This design comes from an exercise in tuning for small area on the open sky130 flow, not from production work. Function was checked by simulation only, so behaviour that the tests miss may differ from the original. Power and IR drop assume default switching activity.

==> run H: inputs <==
Design littlecpu, start of the top module:
module littlecpu(
  input  logic clk,
  input  logic reset,
  output logic [31:0] imem_addr,
  input  logic [31:0] imem_data,
  output logic [31:0] mem_addr,
  output logic [31:0] mem_wdata,
  output logic [3:0]  mem_wstrb,
  input  logic [31:0] mem_rdata,
  output logic trap
  );
  assign trap = 0;
  logic  [31:0] pc;
  fetcher_output fetcher_out;
  fetcher fetcher(
    .clk(clk),
    .reset(reset),
    .pc(pc),
    .imem_data(imem_data),
    .out(fetcher_out),
    .imem_addr(imem_addr)
  );
  logic [31:0] reg_rs1, reg_rs2, wdata;
  logic [4:0]  rs1, rs2;
  logic [4:0]  waddr;
  logic        wen;
  regfile regfile(
    .clk(clk),
    .rs1(rs1),
    .rs2(rs2),
    .reg_rs1(reg_rs1),
    .reg_rs2(reg_rs2),
    .wen(wen),
    .waddr(waddr),
    .wdata(wdata)
  );
  decoder_output decoder_out;
  decoder decoder(
    .clk(clk),
    .reset(reset),
    .in(fetcher_out),
    .reg_rs1(reg_rs1),
    .reg_rs2(reg_rs2),
    .pc(pc),
    .rs1_out(rs1),
    .rs2_out(rs2),
    .out(decoder_out)
  );
  executor_output executor_out;
  executor executor(
    .clk(clk),
    .reset(reset),
    .in(decoder_out),
    .out(executor_out)
  );
  accessor_output accessor_out;
  accessor accessor(
    .clk(clk),
    .reset(reset),
    .in(executor_out),
    .mem_addr(mem_addr),
    .mem_wstrb(mem_wstrb),
    .mem_wdata(mem_wdata),
    .mem_rdata(mem_rdata),
    .out(accessor_out)
  );
  logic writeback_ready;
  writeback writeback(
    .clk(clk),
    .reset(reset),
    .in(accessor_out),
    .wen(wen),
    .waddr(waddr),
    .wdata(wdata)
  );
endmodule
clock: 12.0 ns
lec_check: 0
cap_margin: 20
core_margin: 2
core_utilization: 40
slew_margin: 20
standard.sh (not shown) runs the stock make flow with config.mk's settings and CLKGATE_MAP_FILE= SYNTH_SCRIPT=/design/flow/synth_recipe.tcl, a recipe that flattens the netlist after the stock synthesis.
==> flow/flow/run.sh <==
#!/bin/bash
set -euo pipefail
W=$(pwd)
F=$W/flow
R=$W/orfs/results/$FLOW_PLATFORM/littlecpu/base
LIB=$FLOW_HOME/platforms/$FLOW_PLATFORM/lib/sky130_fd_sc_hd__tt_025C_1v80.lib
YBIN=$FLOW_HOME/../tools/install/yosys/bin
YOSYS=$(command -v yosys || echo $YBIN/yosys)
ABC=$(command -v yosys-abc || echo $YBIN/yosys-abc)
OPENROAD=$(command -v openroad || echo $FLOW_HOME/../tools/install/OpenROAD/bin/openroad)

bash standard.sh synth > $W/std_synth.log 2>&1
cp $R/1_2_yosys.v $W/std_synth.v

prep() {
  python3 $F/fapol.py $W/std_synth.v $W/fapol.v > $W/fapol.log 2>&1
  $YOSYS -p "read_liberty -ignore_miss_func $LIB; write_verilog -noattr $W/models_all.v" > $W/models.log 2>&1
  python3 $F/mkmodels.py $W/models_all.v $W/models_remap.v $W/models_eq.v >> $W/models.log 2>&1
  grep -oE "sky130_fd_sc_hd__[a-z0-9]*df[a-z0-9_]* +\S+" $W/std_synth.v | sort > $W/ff_std.txt
  python3 $F/cutff.py $W/std_synth.v $W/cut_std.v > $W/cut_std.log 2>&1
  $YOSYS -p "read_liberty -lib $LIB; read_verilog $W/cut_std.v; hierarchy -top $FLOW_TOP; \
    techmap -map $W/models_eq.v; techmap; opt_clean; flatten; write_blif $W/cut_std.blif" > $W/blif_std.log 2>&1
}

remap() {
  local t=$1 du
  du=$(grep -A40 "DONT_USE_CELLS +=" $FLOW_HOME/platforms/$FLOW_PLATFORM/config.mk | grep -o "sky130_fd_sc_hd__[a-z0-9_]*" | sed 's/^/-dont_use /' | tr '\n' ' ')
  $YOSYS -p "read_liberty -lib $LIB; read_verilog $W/fapol.v; hierarchy -top $FLOW_TOP; \
    techmap -map $W/models_remap.v; techmap; opt -purge; \
    abc -liberty $LIB $du -script $F/$t.abc; opt_clean -purge; \
    splitnets; opt_clean -purge; \
    hilomap -singleton -hicell sky130_fd_sc_hd__conb_1 HI -locell sky130_fd_sc_hd__conb_1 LO; \
    insbuf -buf sky130_fd_sc_hd__buf_4 A X; \
    write_verilog -noattr -nohex -nodec $W/remap_$t.v; stat -liberty $LIB" > $W/remap_$t.log 2>&1
  grep -oE "sky130_fd_sc_hd__[a-z0-9]*df[a-z0-9_]* +\S+" $W/remap_$t.v | sort > $W/ff_$t.txt
  cmp $W/ff_std.txt $W/ff_$t.txt > $W/ff_cmp_$t.log 2>&1
  python3 $F/cutff.py $W/remap_$t.v $W/cut_$t.v > $W/cut_$t.log 2>&1
  $YOSYS -p "read_liberty -lib $LIB; read_verilog $W/cut_$t.v; hierarchy -top $FLOW_TOP; \
    techmap -map $W/models_eq.v; techmap; opt_clean; flatten; write_blif $W/cut_$t.blif" > $W/blif_$t.log 2>&1
  $ABC -c "cec $W/cut_std.blif $W/cut_$t.blif" > $W/cec_$t.log 2>&1
  grep -q "Networks are equivalent" $W/cec_$t.log
  NET=$W/remap_$t.v $OPENROAD -no_init -exit $F/sta.tcl > $W/sta_$t.log 2>&1
  local area slack
  area=$(grep "Chip area for module" $W/remap_$t.log | tail -1 | awk '{print $NF}')
  slack=$(grep "^SLACK" $W/sta_$t.log | awk '{print $2}')
  echo "$t $area $slack" >> $W/remap_results.txt
}

best=""
if prep; then
  : > $W/remap_results.txt
  for t in m1 m2 m3 m4; do remap $t || echo "$t failed" >> $W/remap_results.txt; done
  best=$(awk 'NF == 3 && $3 >= 2e-10 { print $2, $1 }' $W/remap_results.txt | sort -g | head -1 | awk '{print $2}')
fi
if [[ -n "$best" ]]; then
  cp $W/remap_$best.v $R/1_2_yosys.v
  echo "remap $best used" > $W/remap_status.txt
else
  echo "no remap used; standard netlist kept" > $W/remap_status.txt
fi
touch $R/1_2_yosys.v
bash standard.sh "BUFFER_PORTS_ARGS=-buffer_cell sky130_fd_sc_hd__buf_1" \
  "CTS_ARGS=-sink_clustering_enable -repair_clock_nets -buf_list sky130_fd_sc_hd__clkbuf_8 -sink_clustering_size 12 -sink_clustering_max_diameter 60 -dont_use_dummy_load" \
  finish > $W/layout.log 2>&1
Other scripts of this flow, unchanged in this note and not shown: flow/flow/cutff.py, flow/flow/fapol.py, flow/flow/m1.abc, flow/flow/m2.abc, flow/flow/m3.abc, flow/flow/m4.abc, flow/flow/mkmodels.py, flow/flow/sta.tcl
==> run B (differences from run H) <==
Settings changed: CAP_MARGIN 20 to 10, SLEW_MARGIN 20 to 10.
==> comparison <==
- In sequential power, run H and run B hardly differ.
- In register-to-register slack, run B and run H hardly differ.
- Clock power is about the same in run B and run H.
- In via count, run B and run H hardly differ.
- Run H finished clean. Run B finished with max-capacitance violations left.
- Worst setup slack: run H is better than run B (6.5 ps).
==> figures <==
                                                                       run H                        run B
Final net count                                                        9,944                        9,929
Final routed wirelength across all metal layers                       503 mm                       503 mm
Max-cap violation count                                                    0                            1
Hold Path End                                    regfile.wdata_q[28]$_DFF_P_  regfile.wdata_q[10]$_DFF_P_
Maximum clock rate                                                0.0861 GHz                   0.0860 GHz
Layout clock buffers                                                     147                          146
Power of the clock network                                           2.75 mW                      2.74 mW
Crit share post-route                                                  96.8%                        96.9%
Result of the run                                   timing/DRC/antenna clean   complete, but fails checks
Reasons for failing layout checks                                          -   max-capacitance violations
Combinational power                                                  4.96 mW                      4.92 mW
Internal power summed over all cells                                 7.83 mW                      7.80 mW

what the ideal ports hide:
How much do the figures lean on ideal ports? The routed layouts below were timed once more, with nothing changed but the port constraints. Step 1 (the two cells are an assumption about what drives the block):
set clk [get_ports {clk}]
set_driving_cell -lib_cell sky130_fd_sc_hd__clkbuf_16 $clk
set_driving_cell -lib_cell sky130_fd_sc_hd__buf_2 [delete_from_list [all_inputs] $clk]
Step 2, shift: input delay + t, output delay - t, t = (earliest + latest rising clock arrival at the registers) / 2. This alone moves slack from input paths to output paths. a / b / c = ideal / step 1 / step 2; a / b = the first two.
| run | shift t [ns] | setup slack, ns | worst setup path at the end | clock arrival spread, ns | worst slew at a driven data input, ns |
|---|---|---|---|---|---|
| run H | 0.994 | 0.379 / 0.379 / -0.108 | input to register | 0.141 / 0.142 | 0.11 |
| run B | 1.016 | 0.373 / 0.373 / 0.007 | input to register | 0.170 / 0.171 | 0.07 |
With both steps, setup timing fails in run H, where it was met with ideal ports. For run H, which loses most, drivers alone change the setup slack by 0.000 ns; drivers and shift together by -0.487 ns.
